From an optimization exercise on the open Yosys and OpenROAD flow, aimed at small area; shortcuts taken in it are not production practice. RTL that was checked went through simulation tests only; none was proved equivalent to the original. The clock port is modelled as an ideal driver, which makes a skipped or thinned clock tree look cheaper than it is; a real chip needs a root buffer or a tree. Power figures rest on the tool's default switching activity, not on a simulated workload.

// All_Combined
module All_Combined(
    input clock, reset,
    output hSync, vSync,
    output [3:0] vgaRed,
    output [3:0] vgaGreen,
    output [3:0] vgaBlue,
    input btnL,
    input btnR,
    input serve,
    input [9:0] serveX,
    input [9:0] serveY,
    input serveDirX,
    input serveDirY
    );
Settings: LEC_CHECK=0, CAP_MARGIN=20, CORE_MARGIN=2, CORE_UTILIZATION=65, PLACE_DENSITY=0.75, SLEW_MARGIN=20; clock period 10.0 ns.
standard.sh (not shown) runs the stock make flow with config.mk's settings and CLKGATE_MAP_FILE= SYNTH_SCRIPT=/design/flow/synth_recipe.tcl, a recipe that flattens the netlist after the stock synthesis.
==> flow/flow/run.sh <==
#!/bin/bash
# Own layout flow: the standard ORFS flow (standard.sh) with three changes.
#  1. Synthesis: the standard flow's synthesis script, whose ORFS synth.tcl is swapped for a copy that
#     skips the full-adder extraction and maps with the area-oriented ABC script flow/area.abc.
#     Everything up to and including flip-flop mapping is unchanged, so the registers (names,
#     count, cell types) are those of the standard synthesis.
#  2. Port buffers: buf_1 instead of the default buffer cell (every port still gets one).
#  3. Clock tree: flow/cts_hook.tcl replaces the H-tree with one level of clock buffers.
# Each tool's output goes to the ORFS logs under orfs/logs; make's own output to make.log.
set -euo pipefail
W=$(pwd)
F=$W/flow

sed "s#^source \$::env(SCRIPTS_DIR)/synth.tcl\$#source $W/synth_own.tcl#" synth_recipe.tcl > own_synth.tcl
grep -q "source $W/synth_own.tcl" own_synth.tcl

sed "s#^  log_cmd abc {\*}\$abc_args\$#  log_cmd abc -script $F/area.abc {*}\$lib_args {*}\$lib_dont_use_args#" \
  "$FLOW_HOME/scripts/synth.tcl" > synth_own.tcl
grep -q "area.abc" synth_own.tcl

sed "s#SYNTH_SCRIPT=[^ ]*#SYNTH_SCRIPT=$W/own_synth.tcl#" standard.sh > own_standard.sh
grep -q "SYNTH_SCRIPT=$W/own_synth.tcl" own_standard.sh

export ADDER_MAP_FILE=
export BUFFER_PORTS_ARGS="-buffer_cell sky130_fd_sc_hd__buf_1"
export PRE_CTS_TCL=$F/cts_hook.tcl
export CTS_NBUF=2
export CTS_BUFCELL=sky130_fd_sc_hd__clkbuf_16

bash own_standard.sh > make.log 2>&1
==> flow/flow/cts_hook.tcl <==
rename clock_tree_synthesis my_unused_cts
proc my_bisect { sinks nparts axis } {
  if { $nparts <= 1 } { return [list $sinks] }
  set sorted [lsort -integer -index $axis $sinks]
  set half [expr {[llength $sorted] / 2}]
  set next [expr {1 - $axis}]
  return [concat [my_bisect [lrange $sorted 0 [expr {$half - 1}]] [expr {$nparts / 2}] $next] \
                 [my_bisect [lrange $sorted $half end] [expr {$nparts / 2}] $next]]
}
proc clock_tree_synthesis { args } {
  set nbuf $::env(CTS_NBUF)
  set cell $::env(CTS_BUFCELL)
  set block [ord::get_db_block]
  set master [[ord::get_db] findMaster $cell]
  set net [[$block findBTerm clock] getNet]
  set sinks {}
  foreach it [$net getITerms] {
    set box [[$it getInst] getBBox]
    lappend sinks [list [expr {([$box xMin] + [$box xMax]) / 2}] [expr {([$box yMin] + [$box yMax]) / 2}] $it]
  }
  puts "manual clock buffering: [llength $sinks] sinks, $nbuf x $cell"
  set b 0
  foreach group [my_bisect $sinks $nbuf 0] {
    set sx 0; set sy 0
    foreach s $group { incr sx [lindex $s 0]; incr sy [lindex $s 1] }
    set inst [odb::dbInst_create $block $master "clkbuf_leaf_$b"]
    set newnet [odb::dbNet_create $block "clknet_leaf_$b"]
    $newnet setSigType CLOCK
    foreach s $group {
      set it [lindex $s 2]
      $it disconnect
      $it connect $newnet
    }
    [$inst findITerm A] connect $net
    [$inst findITerm X] connect $newnet
    $inst setLocation [expr {$sx / [llength $group]}] [expr {$sy / [llength $group]}]
    $inst setPlacementStatus PLACED
    puts "  clkbuf_leaf_$b: [llength $group] sinks"
    incr b
  }
  $net setSigType CLOCK
  set_propagated_clock [all_clocks]
}
Other scripts of this flow, unchanged in this note and not shown: flow/flow/area.abc
Change:
--- a/flow/flow/run.sh
+++ b/flow/flow/run.sh
@@ -6,5 +6,5 @@
 #     count, cell types) are those of the standard synthesis.
 #  2. Port buffers: buf_1 instead of the default buffer cell (every port still gets one).
-#  3. Clock tree: flow/cts_hook.tcl replaces the H-tree with one level of clock buffers.
+#  3. Clock tree: no dummy loads.
 # Each tool's output goes to the ORFS logs under orfs/logs; make's own output to make.log.
 set -euo pipefail
@@ -24,7 +24,5 @@
 export ADDER_MAP_FILE=
 export BUFFER_PORTS_ARGS="-buffer_cell sky130_fd_sc_hd__buf_1"
-export PRE_CTS_TCL=$F/cts_hook.tcl
-export CTS_NBUF=2
-export CTS_BUFCELL=sky130_fd_sc_hd__clkbuf_16
+export CTS_ARGS="-repair_clock_nets -dont_use_dummy_load -buf_list sky130_fd_sc_hd__clkbuf_4"
 
 bash own_standard.sh > make.log 2>&1
--- a/flow/config.mk
+++ b/flow/config.mk
@@ -8,5 +8,5 @@
 export CAP_MARGIN = 20
 export CORE_MARGIN = 2
-export CORE_UTILIZATION = 65
-export PLACE_DENSITY = 0.75
+export CORE_UTILIZATION = 40
+export PLACE_DENSITY = 0.6
 export SLEW_MARGIN = 20
removed: flow/flow/cts_hook.tcl
After rerunning: The changed run went through all stages and came out clean. Sequential cell count is unchanged. Hold slack is worse by 0.0049 ns. Final area is higher by 2.1%. Core utilization drops by 26 points. Die area climbs by 59%. Global-route usage decreases by 8.6 points. Worst setup slack loses 0.075 ns. Final cell count climbs by 9.4%. Routed wire length climbs by 12%. Maximum frequency falls by 1.7%.
Change:
--- a/flow/flow/run.sh
+++ b/flow/flow/run.sh
@@ -6,5 +6,5 @@
 #     count, cell types) are those of the standard synthesis.
 #  2. Port buffers: buf_1 instead of the default buffer cell (every port still gets one).
-#  3. Clock tree: no dummy loads.
+#  3. Clock tree: flow/cts_hook.tcl replaces the H-tree with one level of clock buffers.
 # Each tool's output goes to the ORFS logs under orfs/logs; make's own output to make.log.
 set -euo pipefail
@@ -24,5 +24,7 @@
 export ADDER_MAP_FILE=
 export BUFFER_PORTS_ARGS="-buffer_cell sky130_fd_sc_hd__buf_1"
-export CTS_ARGS="-repair_clock_nets -dont_use_dummy_load -buf_list sky130_fd_sc_hd__clkbuf_4"
+export PRE_CTS_TCL=$F/cts_hook.tcl
+export CTS_NBUF=4
+export CTS_BUFCELL=sky130_fd_sc_hd__clkbuf_8
 
 bash own_standard.sh > make.log 2>&1
==> flow/flow/cts_hook.tcl (new file) <==
rename clock_tree_synthesis my_unused_cts
proc my_bisect { sinks nparts axis } {
  if { $nparts <= 1 } { return [list $sinks] }
  set sorted [lsort -integer -index $axis $sinks]
  set half [expr {[llength $sorted] / 2}]
  set next [expr {1 - $axis}]
  return [concat [my_bisect [lrange $sorted 0 [expr {$half - 1}]] [expr {$nparts / 2}] $next] \
                 [my_bisect [lrange $sorted $half end] [expr {$nparts / 2}] $next]]
}
proc clock_tree_synthesis { args } {
  set nbuf $::env(CTS_NBUF)
  set cell $::env(CTS_BUFCELL)
  set block [ord::get_db_block]
  set master [[ord::get_db] findMaster $cell]
  set net [[$block findBTerm clock] getNet]
  set sinks {}
  foreach it [$net getITerms] {
    set box [[$it getInst] getBBox]
    lappend sinks [list [expr {([$box xMin] + [$box xMax]) / 2}] [expr {([$box yMin] + [$box yMax]) / 2}] $it]
  }
  puts "manual clock buffering: [llength $sinks] sinks, $nbuf x $cell"
  set b 0
  foreach group [my_bisect $sinks $nbuf 0] {
    set sx 0; set sy 0
    foreach s $group { incr sx [lindex $s 0]; incr sy [lindex $s 1] }
    set inst [odb::dbInst_create $block $master "clkbuf_leaf_$b"]
    set newnet [odb::dbNet_create $block "clknet_leaf_$b"]
    $newnet setSigType CLOCK
    foreach s $group {
      set it [lindex $s 2]
      $it disconnect
      $it connect $newnet
    }
    [$inst findITerm A] connect $net
    [$inst findITerm X] connect $newnet
    $inst setLocation [expr {$sx / [llength $group]}] [expr {$sy / [llength $group]}]
    $inst setPlacementStatus PLACED
    puts "  clkbuf_leaf_$b: [llength $group] sinks"
    incr b
  }
  $net setSigType CLOCK
  set_propagated_clock [all_clocks]
}
--- a/flow/config.mk
+++ b/flow/config.mk
@@ -8,5 +8,5 @@
 export CAP_MARGIN = 20
 export CORE_MARGIN = 2
-export CORE_UTILIZATION = 40
-export PLACE_DENSITY = 0.6
+export CORE_UTILIZATION = 65
+export PLACE_DENSITY = 0.75
 export SLEW_MARGIN = 20
Fmax is lower by 0.88%; core utilization is higher by 26 points; synthesized area stays the same; combinational power is lower by about 0.5%; global-route usage is higher by 8.8 points.
The clock cells of the first and third runs of this note come from the design's own scripts or RTL, not from TritonCTS.

* * *

Another version of the RTL of All_Combined (not shown whole).
Size in the first run: ~60 flip-flops, roughly 41 I/O pins, ~0.0052 mm^2 of cells after synthesis.
clock: 10.0 ns
lec_check: 0
cap_margin: 20
core_margin: 2
core_utilization: 40
cts_buf_list: sky130_fd_sc_hd__clkbuf_8
cts_cluster_diameter: 300
cts_cluster_size: 60
place_density: 0.6
slew_margin: 20
run.sh (not shown) runs the stock make flow with config.mk's settings and CLKGATE_MAP_FILE= SYNTH_SCRIPT=/design/flow/synth_recipe.tcl, a recipe that flattens the netlist after the stock synthesis.
Stock flow here: none of the scripts above is used.
The starting point went through all stages and came out clean.
Change:
- CTS_BUF_LIST: sky130_fd_sc_hd__clkbuf_8 -> sky130_fd_sc_hd__clkbuf_4
- CTS_CLUSTER_DIAMETER: 300 -> 100
- CTS_CLUSTER_SIZE: 60 -> 20
After rerunning: Utilization falls by 0.32 points; clock skew barely changes; critical path depth does not change; clock-buffer cell count went up by 4; sequential share of layout area climbs by 0.18 points; routed wire length came out higher by about 0.56%; register-to-register slack got worse by 0.05 ns; maximum frequency fell by 0.90%; synthesized area does not change.
Change:
- CTS_BUF_LIST: sky130_fd_sc_hd__clkbuf_4 -> not set
- CTS_CLUSTER_DIAMETER: 100 -> not set
- CTS_CLUSTER_SIZE: 20 -> not set
Effect:
- die area does not change
- clock power is higher by 78%
- critical path depth does not change
- register-to-register slack improves by 0.04 ns
- total power is higher by 22%
- count of clock-buffer cells in the layout does not change
- sequential share of layout area is lower by 0.61 points
- synthesized area stays the same
Change:
- CTS_BUF_LIST: not set -> sky130_fd_sc_hd__clkbuf_4
- CTS_CLUSTER_SIZE: not set -> 30
What happened: Routed wire length drops slightly; sequential cell count stays the same; fmax decreases slightly; non-clock buffer count stays the same; register-to-register slack gets worse by 0.04 ns; via count barely changes; count of clock-buffer cells in the layout stays the same; total power is lower by about a fifth; core utilization shrinks by 1.1 points.
Function was not checked in any run of this note: the RTL went through the layout flow alone.

* * *

The RTL this note starts from:
==> flow/design.v <==
module All_Combined(
    input clock, reset,
    output hSync, vSync,
    output [3:0] vgaRed,
    output [3:0] vgaGreen,
    output [3:0] vgaBlue,
    input btnL,
    input btnR,
    input serve,
    input [9:0] serveX,
    input [9:0] serveY,
    input serveDirX,
    input serveDirY
    );
    function automatic ge10(input [9:0] a, input [9:0] c);
        integer i;
        reg r;
        begin
            r = 1'b1;
            for (i = 0; i < 10; i = i + 1)
                r = c[i] ? (a[i] & r) : (a[i] | r);
            ge10 = r;
        end
    endfunction
    function automatic le10(input [9:0] a, input [9:0] c);
        integer i;
        reg r;
        begin
            r = 1'b1;
            for (i = 0; i < 10; i = i + 1)
                r = c[i] ? (~a[i] | r) : (~a[i] & r);
            le10 = r;
        end
    endfunction
    function automatic near10(input [9:0] a, input [9:0] b);
        integer i;
        reg br;
        reg [9:0] d;
        begin
            br = 1'b0;
            for (i = 0; i < 10; i = i + 1) begin
                d[i] = a[i] ^ b[i] ^ br;
                br = (~a[i] & b[i]) | (~(a[i] ^ b[i]) & br);
            end
            near10 = ~br & ~|d[9:4] & ~(d[3] & (d[2] | d[1]));
        end
    endfunction
    reg [9:0] x, y;           
    wire xEnd = x[9] & x[8] & (&x[4:0]);           
    wire yEnd = y[9] & y[3] & y[1] & y[0];         
    wire [9:0] xInc, yInc;
    wire [10:0] xc, yc;
    assign xc[0] = 1'b1;
    assign yc[0] = 1'b1;
    genvar gi;
    generate for (gi = 0; gi < 10; gi = gi + 1) begin : inc
        assign xInc[gi] = x[gi] ^ xc[gi];
        assign yInc[gi] = y[gi] ^ yc[gi];
        assign xc[gi+1] = xc[gi] & x[gi];
        assign yc[gi+1] = yc[gi] & y[gi];
    end endgenerate
    always @(posedge clock or posedge reset)
        if (reset) begin
            x <= 0; y <= 0;
        end else begin
            x <= xEnd ? 10'd0 : xInc;
            if (xEnd) y <= yEnd ? 10'd0 : yInc;
        end
    wire x0 = ~|x;
    assign hSync = ge10(x, 689) & le10(x, 784);
    assign vSync = x0 ? (y == 512 || y == 513) : (y == 511 || y == 512);
    reg [9:0] ballX, ballY;
    reg vx, vy;               
    reg vyOn;                 
    reg gameOver;
    reg [4:0] brickOff;       
    reg [6:0] bar;            
    wire tick = x0 && (y == 481);
    wire [6:0] ph;
    wire [7:0] pb;
    assign pb[0] = 1'b0;
    generate for (gi = 0; gi < 7; gi = gi + 1) begin : padsub
        assign ph[gi] = ballX[gi+3] ^ bar[gi] ^ pb[gi];
        assign pb[gi+1] = (~ballX[gi+3] & bar[gi]) | (~(ballX[gi+3] ^ bar[gi]) & pb[gi]);
    end endgenerate
    wire ballFar = ge10(ballX, 1015);              
    wire pad = (~pb[7] & ~|ph[6:3] & ~&ph[2:0]) | ballFar;
    wire r1 = le10(ballX, 52);
    wire r2 = ge10(ballX, 621) & ~ballFar;
    wire r3 = le10(ballY, 42);
    wire yFar = ge10(ballY, 1015);
    wire r4 = ge10(ballY, 451) & ~yFar & pad;
    wire r5 = ge10(ballY, 461) & ~yFar;
    wire [10:0] cx, cy;
    assign cx[0] = tick;
    assign cy[0] = tick & vyOn;
    generate for (gi = 0; gi < 10; gi = gi + 1) begin : mv
        assign cx[gi+1] = cx[gi] & ~(ballX[gi] ^ vx);
        assign cy[gi+1] = cy[gi] & ~(ballY[gi] ^ vy);
    end endgenerate
    always @(posedge clock or posedge reset)
        if (reset) begin
            ballX <= 0; ballY <= 0; vyOn <= 0; gameOver <= 0;
        end else if (serve) begin
            ballX <= serveX; ballY <= serveY; vyOn <= 1; gameOver <= 0;
        end else begin
            ballX <= ballX ^ cx[9:0];
            ballY <= ballY ^ cy[9:0];
            if (!r1 && !r2 && (r3 || r4)) vyOn <= 1;
            if (!r1 && !r2 && !r3 && !r4 && r5) gameOver <= 1;
        end
    always @(posedge clock)
        if (serve) begin
            vx <= serveDirX; vy <= serveDirY;
        end else begin
            if (r1) vx <= 1;
            else if (r2) vx <= 0;
            else if (r3) vy <= 1;
            else if (r4) vy <= 0;
        end
    wire hitRow = le10(ballY, 61);
    wire [4:0] hit;
    assign hit[0] = hitRow & ((ge10(ballX, 61) & le10(ballX, 120)) | ballFar);
    assign hit[1] = hitRow & ge10(ballX, 181) & le10(ballX, 240);
    assign hit[2] = hitRow & ge10(ballX, 301) & le10(ballX, 360);
    assign hit[3] = hitRow & ge10(ballX, 421) & le10(ballX, 480);
    assign hit[4] = hitRow & ge10(ballX, 541) & le10(ballX, 600);
    always @(posedge clock or posedge reset)
        if (reset) brickOff <= 0;
        else brickOff <= brickOff | hit;
    wire barMax = bar[6] & bar[2] & bar[1] & bar[0];     
    wire barDn = btnL & |bar;
    wire barEn = tick & (barDn | (btnR & ~barMax));
    wire [7:0] cb;
    assign cb[0] = barEn;
    generate for (gi = 0; gi < 7; gi = gi + 1) begin : bmv
        assign cb[gi+1] = cb[gi] & (bar[gi] ^ barDn);
    end endgenerate
    always @(posedge clock or posedge reset)
        if (reset) bar <= 0;
        else bar <= bar ^ cb[6:0];
    wire border = (ge10(x, 42) & le10(x, 51) & ge10(y, 42) & le10(y, 471)) |
                  (ge10(x, 42) & le10(x, 631) & ((ge10(y, 32) & le10(y, 42)) | (ge10(y, 471) & le10(y, 480)))) |
                  (ge10(x, 631) & le10(x, 640) & ge10(y, 32) & le10(y, 480));
    wire brickRow = ge10(y, 52) & le10(y, 62);
    wire ng = ~gameOver;
    wire b1 = brickRow & ge10(x, 60) & le10(x, 130) & ~brickOff[0];
    wire b2 = brickRow & ge10(x, 180) & le10(x, 250) & ~brickOff[1];
    wire b3 = brickRow & ge10(x, 300) & le10(x, 370) & ~brickOff[2];
    wire b4 = brickRow & ge10(x, 420) & le10(x, 490) & ~brickOff[3];
    wire b5 = brickRow & ge10(x, 540) & le10(x, 610) & ~brickOff[4];
    wire ball = near10(x, ballX) & near10(y, ballY);
    wire [6:0] bd;
    wire [7:0] bbr;
    assign bbr[0] = 1'b0;
    generate for (gi = 0; gi < 7; gi = gi + 1) begin : barsub
        assign bd[gi] = x[gi+3] ^ bar[gi] ^ bbr[gi];
        assign bbr[gi+1] = (~x[gi+3] & bar[gi]) | (~(x[gi+3] ^ bar[gi]) & bbr[gi]);
    end endgenerate
    wire padl = ~bbr[7] & (~|bd[6:3] | (bd == 7'd8 & ~|x[2:0])) & ge10(y, 460) & le10(y, 465);
    wire cBorder = border;
    wire cObj = ~border & ng;
    wire cb1 = cObj & b1;
    wire cb2 = cObj & ~b1 & b2;
    wire cb3 = cObj & ~b1 & ~b2 & b3;
    wire cb4 = cObj & ~b1 & ~b2 & ~b3 & b4;
    wire cb5 = cObj & ~b1 & ~b2 & ~b3 & ~b4 & b5;
    wire cBall = cObj & ~b1 & ~b2 & ~b3 & ~b4 & ~b5 & ball;
    wire cBar = cObj & ~b1 & ~b2 & ~b3 & ~b4 & ~b5 & ~ball & padl;
    reg qR3;
    always @(posedge clock) qR3 <= cb1 | cb2 | cb5 | cBall | cBar;
    reg qR1;
    always @(posedge clock) qR1 <= cb4 | cb5 | cBall | cBar;
    reg qG1;
    always @(posedge clock) qG1 <= cBorder | cb1 | cBall;
    reg qG0;
    always @(posedge clock) qG0 <= cBorder | cb1 | cb2 | cb3 | cb4 | cb5 | cBall;
    wire R3 = qR3;
    wire R1 = qR1;
    wire G1 = qG1;
    wire G0 = qG0;
    wire R2 = (R3) | (~G1 & G0);
    wire R0 = (R3 & G1) | (R3 & ~G0) | (~R1 & ~G1 & G0);
    wire G3 = (~R3 & G0) | (R1) | (G1);
    wire G2 = ~((~R3 & ~R1 & ~G1) | (R3 & R1 & ~G1 & G0));
    wire B3 = (~R3 & R1) | (R3 & ~G1 & G0);
    wire B2 = (R3 & ~R1) | (R3 & ~G0);
    wire B0 = (~R3 & ~G1 & G0) | (R1 & ~G1 & G0);
    assign vgaRed = {R3, R2, R1, R0};
    assign vgaGreen = {G3, G2, G1, G0};
    assign vgaBlue = {B3, B2, 1'b0, B0};
endmodule
Settings: LEC_CHECK=0, CAP_MARGIN=20, CORE_MARGIN=2, CORE_UTILIZATION=40, CTS_BUF_LIST=sky130_fd_sc_hd__clkbuf_4, PLACE_DENSITY=0.6, SLEW_MARGIN=20; clock period 10.0 ns.
The baseline completed with no timing, DRC or antenna violations.
Rerun with:
==> flow/flow/run.sh (new file) <==
#!/bin/bash
# Own layout flow: the standard ORFS flow (standard.sh) with three changes.
#  1. Synthesis: the standard flow's synthesis script, whose ORFS synth.tcl is swapped for a copy that
#     skips the full-adder extraction and maps with the area-oriented ABC script flow/area.abc.
#     Everything up to and including flip-flop mapping is unchanged, so the registers (names,
#     count, cell types) are those of the standard synthesis.
#  2. Port buffers: buf_1 instead of the default buffer cell (every port still gets one).
#  3. Clock tree: no dummy loads.
# Each tool's output goes to the ORFS logs under orfs/logs; make's own output to make.log.
set -euo pipefail
W=$(pwd)
F=$W/flow

sed "s#^source \$::env(SCRIPTS_DIR)/synth.tcl\$#source $W/synth_own.tcl#" synth_recipe.tcl > own_synth.tcl
grep -q "source $W/synth_own.tcl" own_synth.tcl

sed "s#^  log_cmd abc {\*}\$abc_args\$#  log_cmd abc -script $F/area.abc {*}\$lib_args {*}\$lib_dont_use_args#" \
  "$FLOW_HOME/scripts/synth.tcl" > synth_own.tcl
grep -q "area.abc" synth_own.tcl

sed "s#SYNTH_SCRIPT=[^ ]*#SYNTH_SCRIPT=$W/own_synth.tcl#" standard.sh > own_standard.sh
grep -q "SYNTH_SCRIPT=$W/own_synth.tcl" own_standard.sh

export ADDER_MAP_FILE=
export BUFFER_PORTS_ARGS="-buffer_cell sky130_fd_sc_hd__buf_1"
export CTS_ARGS="-sink_clustering_enable -repair_clock_nets -dont_use_dummy_load -buf_list sky130_fd_sc_hd__clkbuf_16 -sink_clustering_size 100 -sink_clustering_max_diameter 1000"

bash own_standard.sh > make.log 2>&1
==> flow/flow/area.abc (new file) <==
strash
&get -n
&fraig -x
&put
scorr
dc2
strash
balance; rewrite; refactor; balance; rewrite; rewrite -z; balance; refactor -z; rewrite -z; balance
dc2
balance; rewrite; refactor; balance; rewrite; rewrite -z; balance; refactor -z; rewrite -z; balance
&get -n
&dch -f
&nf -R 1000
&put
==> flow/standard.sh (new file) <==
#!/bin/bash
# synth_recipe.tcl (not shown) runs the flow's synth.tcl, then flattens the netlist and writes it again
# the make line also repeats each setting of config.mk as NAME=value (left out here)
make -C /OpenROAD-flow-scripts/flow DESIGN_CONFIG=/design/flow/config.mk WORK_HOME=/design/flow/orfs CLKGATE_MAP_FILE= SYNTH_SCRIPT=/design/flow/synth_recipe.tcl "${@:-finish}"
--- a/flow/config.mk
+++ b/flow/config.mk
@@ -10,3 +10,2 @@
 export CORE_UTILIZATION = 40
-export CTS_BUF_LIST = sky130_fd_sc_hd__clkbuf_4
 export PLACE_DENSITY = 0.6
removed: flow/run.sh
Total power increases by about 12%; synthesized area came out lower by about 14%; synthesized cell count rises by about 0.5%; global-route usage came out higher by 2.9 points; cell area came out lower by about 14%.
Rerun with:
--- a/flow/flow/run.sh
+++ b/flow/flow/run.sh
@@ -25,3 +25,3 @@
 export BUFFER_PORTS_ARGS="-buffer_cell sky130_fd_sc_hd__buf_1"
-export CTS_ARGS="-sink_clustering_enable -repair_clock_nets -dont_use_dummy_load -buf_list sky130_fd_sc_hd__clkbuf_16 -sink_clustering_size 100 -sink_clustering_max_diameter 1000"
+export CTS_ARGS="-repair_clock_nets -dont_use_dummy_load -buf_list sky130_fd_sc_hd__clkbuf_4"
 
--- a/flow/flow/area.abc
+++ b/flow/flow/area.abc
@@ -11,4 +11,6 @@
 &get -n
-&dch -f
-&nf -R 1000
+&deepsyn -T 60
 &put
+strash
+dch -f
+amap
Outcome: The changed run passed the timing, DRC and antenna checks; critical path depth rose by 2; design area fell by 8.3%; synthesized cell count rose by 6.0%; die area fell by 5.6%; power fell by 22%; sequential share of layout area rose by 2.7 points.
Rerun with:
--- a/flow/flow/run.sh
+++ b/flow/flow/run.sh
@@ -7,3 +7,3 @@
 #  2. Port buffers: buf_1 instead of the default buffer cell (every port still gets one).
-#  3. Clock tree: no dummy loads.
+#  3. Clock tree: flow/cts_hook.tcl replaces the H-tree with one level of clock buffers.
 # Each tool's output goes to the ORFS logs under orfs/logs; make's own output to make.log.
@@ -25,3 +25,5 @@
 export BUFFER_PORTS_ARGS="-buffer_cell sky130_fd_sc_hd__buf_1"
-export CTS_ARGS="-repair_clock_nets -dont_use_dummy_load -buf_list sky130_fd_sc_hd__clkbuf_4"
+export PRE_CTS_TCL=$F/cts_hook.tcl
+export CTS_NBUF=4
+export CTS_BUFCELL=sky130_fd_sc_hd__clkbuf_8
 
==> flow/flow/cts_hook.tcl (new file) <==
rename clock_tree_synthesis my_unused_cts
proc my_bisect { sinks nparts axis } {
  if { $nparts <= 1 } { return [list $sinks] }
  set sorted [lsort -integer -index $axis $sinks]
  set half [expr {[llength $sorted] / 2}]
  set next [expr {1 - $axis}]
  return [concat [my_bisect [lrange $sorted 0 [expr {$half - 1}]] [expr {$nparts / 2}] $next] \
                 [my_bisect [lrange $sorted $half end] [expr {$nparts / 2}] $next]]
}
proc clock_tree_synthesis { args } {
  set nbuf $::env(CTS_NBUF)
  set cell $::env(CTS_BUFCELL)
  set block [ord::get_db_block]
  set master [[ord::get_db] findMaster $cell]
  set net [[$block findBTerm clock] getNet]
  set sinks {}
  foreach it [$net getITerms] {
    set box [[$it getInst] getBBox]
    lappend sinks [list [expr {([$box xMin] + [$box xMax]) / 2}] [expr {([$box yMin] + [$box yMax]) / 2}] $it]
  }
  puts "manual clock buffering: [llength $sinks] sinks, $nbuf x $cell"
  set b 0
  foreach group [my_bisect $sinks $nbuf 0] {
    set sx 0; set sy 0
    foreach s $group { incr sx [lindex $s 0]; incr sy [lindex $s 1] }
    set inst [odb::dbInst_create $block $master "clkbuf_leaf_$b"]
    set newnet [odb::dbNet_create $block "clknet_leaf_$b"]
    $newnet setSigType CLOCK
    foreach s $group {
      set it [lindex $s 2]
      $it disconnect
      $it connect $newnet
    }
    [$inst findITerm A] connect $net
    [$inst findITerm X] connect $newnet
    $inst setLocation [expr {$sx / [llength $group]}] [expr {$sy / [llength $group]}]
    $inst setPlacementStatus PLACED
    puts "  clkbuf_leaf_$b: [llength $group] sinks"
    incr b
  }
  $net setSigType CLOCK
  set_propagated_clock [all_clocks]
}
Result: The new run passed the timing, DRC and antenna checks; final cell count went down by 0.38%; design area is about the same; die area is higher by 0.35%; synthesized area went up by 0.36%; combinational power goes up by about 8%; register-to-register slack got worse by 0.47 ns; total power goes down by 1.9%; wire length grows by 1.7%; hold slack is better by 0.0083 ns.
Rerun with:
--- a/flow/flow/run.sh
+++ b/flow/flow/run.sh
@@ -7,3 +7,3 @@
 #  2. Port buffers: buf_1 instead of the default buffer cell (every port still gets one).
-#  3. Clock tree: flow/cts_hook.tcl replaces the H-tree with one level of clock buffers.
+#  3. Clock tree: no dummy loads.
 # Each tool's output goes to the ORFS logs under orfs/logs; make's own output to make.log.
@@ -25,5 +25,3 @@
 export BUFFER_PORTS_ARGS="-buffer_cell sky130_fd_sc_hd__buf_1"
-export PRE_CTS_TCL=$F/cts_hook.tcl
-export CTS_NBUF=4
-export CTS_BUFCELL=sky130_fd_sc_hd__clkbuf_8
+export CTS_ARGS="-repair_clock_nets -dont_use_dummy_load -buf_list sky130_fd_sc_hd__clkbuf_4"
 
--- a/flow/config.mk
+++ b/flow/config.mk
@@ -9,4 +9,4 @@
 export CORE_MARGIN = 2
-export CORE_UTILIZATION = 40
-export PLACE_DENSITY = 0.6
+export CORE_UTILIZATION = 65
+export PLACE_DENSITY = 0.75
 export SLEW_MARGIN = 20
removed: flow/flow/cts_hook.tcl
After rerunning: Sequential power falls by about 2%; clock power grows by 19%; clock skew stays flat.
Rerun with:
--- a/flow/flow/run.sh
+++ b/flow/flow/run.sh
@@ -25,3 +25,3 @@
 export BUFFER_PORTS_ARGS="-buffer_cell sky130_fd_sc_hd__buf_1"
-export CTS_ARGS="-repair_clock_nets -dont_use_dummy_load -buf_list sky130_fd_sc_hd__clkbuf_4"
+export CTS_ARGS="-sink_clustering_enable -repair_clock_nets -dont_use_dummy_load"
 
--- a/flow/flow/area.abc
+++ b/flow/flow/area.abc
@@ -11,6 +11,4 @@
 &get -n
-&deepsyn -T 60
+&dch -f
+&nf -R 1000
 &put
-strash
-dch -f
-amap
--- a/flow/config.mk
+++ b/flow/config.mk
@@ -9,4 +9,4 @@
 export CORE_MARGIN = 2
-export CORE_UTILIZATION = 65
-export PLACE_DENSITY = 0.75
+export CORE_UTILIZATION = 40
+export PLACE_DENSITY = 0.6
 export SLEW_MARGIN = 20
Effect: Hold slack gets worse by 0.013 ns. Synthesized area rose by 6.2%. Routed wire length went up by 5.7%. First-iteration DRC count goes down by 63%.
In the fourth run of this note the design's own scripts or RTL, not TritonCTS, make the clock network.

## separate check: timing with driven ports
No port has a modelled driver above. Below, the same layouts with a new extraction and two added sets of constraints. Step 1 (the two cells are an assumption about what drives the block):
set clk [get_ports {clock}]
set_driving_cell -lib_cell sky130_fd_sc_hd__clkbuf_16 $clk
set_driving_cell -lib_cell sky130_fd_sc_hd__buf_2 [delete_from_list [all_inputs] $clk]
Step 2 times the ports against the registers' clock, not the clock port: input delays grow and output delays shrink by t, the midpoint of the rising clock arrivals with the driver on. Slacks: ideal ports / drivers / drivers and shift; pairs: ideal ports / drivers.
run	shift t [ns]	setup WS [ns]	worst setup path after step 2	clock arrival spread, ns
the first run of note 1	0.221	5.545 / 5.545 / 5.545	register to register	0.015 / 0.015
the second run of note 1	0.454	5.470 / 5.438 / 5.864	register to register	0.039 / 0.039
the third run of note 1	0.225	5.430 / 5.430 / 5.430	register to register	0.012 / 0.013
the first run of note 2	0.386	4.571 / 4.571 / 4.571	register to register	0.014 / 0.014
the second run of note 2	0.469	4.522 / 4.522 / 4.522	register to register	0.016 / 0.017
the third run of note 2	0.371	4.560 / 4.560 / 4.560	register to register	0.012 / 0.011
the fourth run of note 2	0.469	4.522 / 4.522 / 4.522	register to register	0.016 / 0.017
the first run of note 3	0.436	3.843 / 3.843 / 3.843	register to register	0.013 / 0.012
the second run of note 3	0.376	5.282 / 5.239 / 5.042	input to register	0.014 / 0.014
the third run of note 3	0.458	5.694 / 5.663 / 6.121	register to output	0.026 / 0.026
the fourth run of note 3	0.232	5.879 / 5.809 / 6.037	register to register	0.022 / 0.022
the fifth run of note 3	0.438	5.787 / 5.758 / 6.196	register to output	0.024 / 0.024
the sixth run of note 3	0.384	5.255 / 5.219 / 5.058	input to register	0.022 / 0.021
After both steps setup and hold are still met in every run listed. The setup slack of the second run of note 3, which loses most, moves by -0.043 ns with the drivers and by -0.240 ns with both steps.
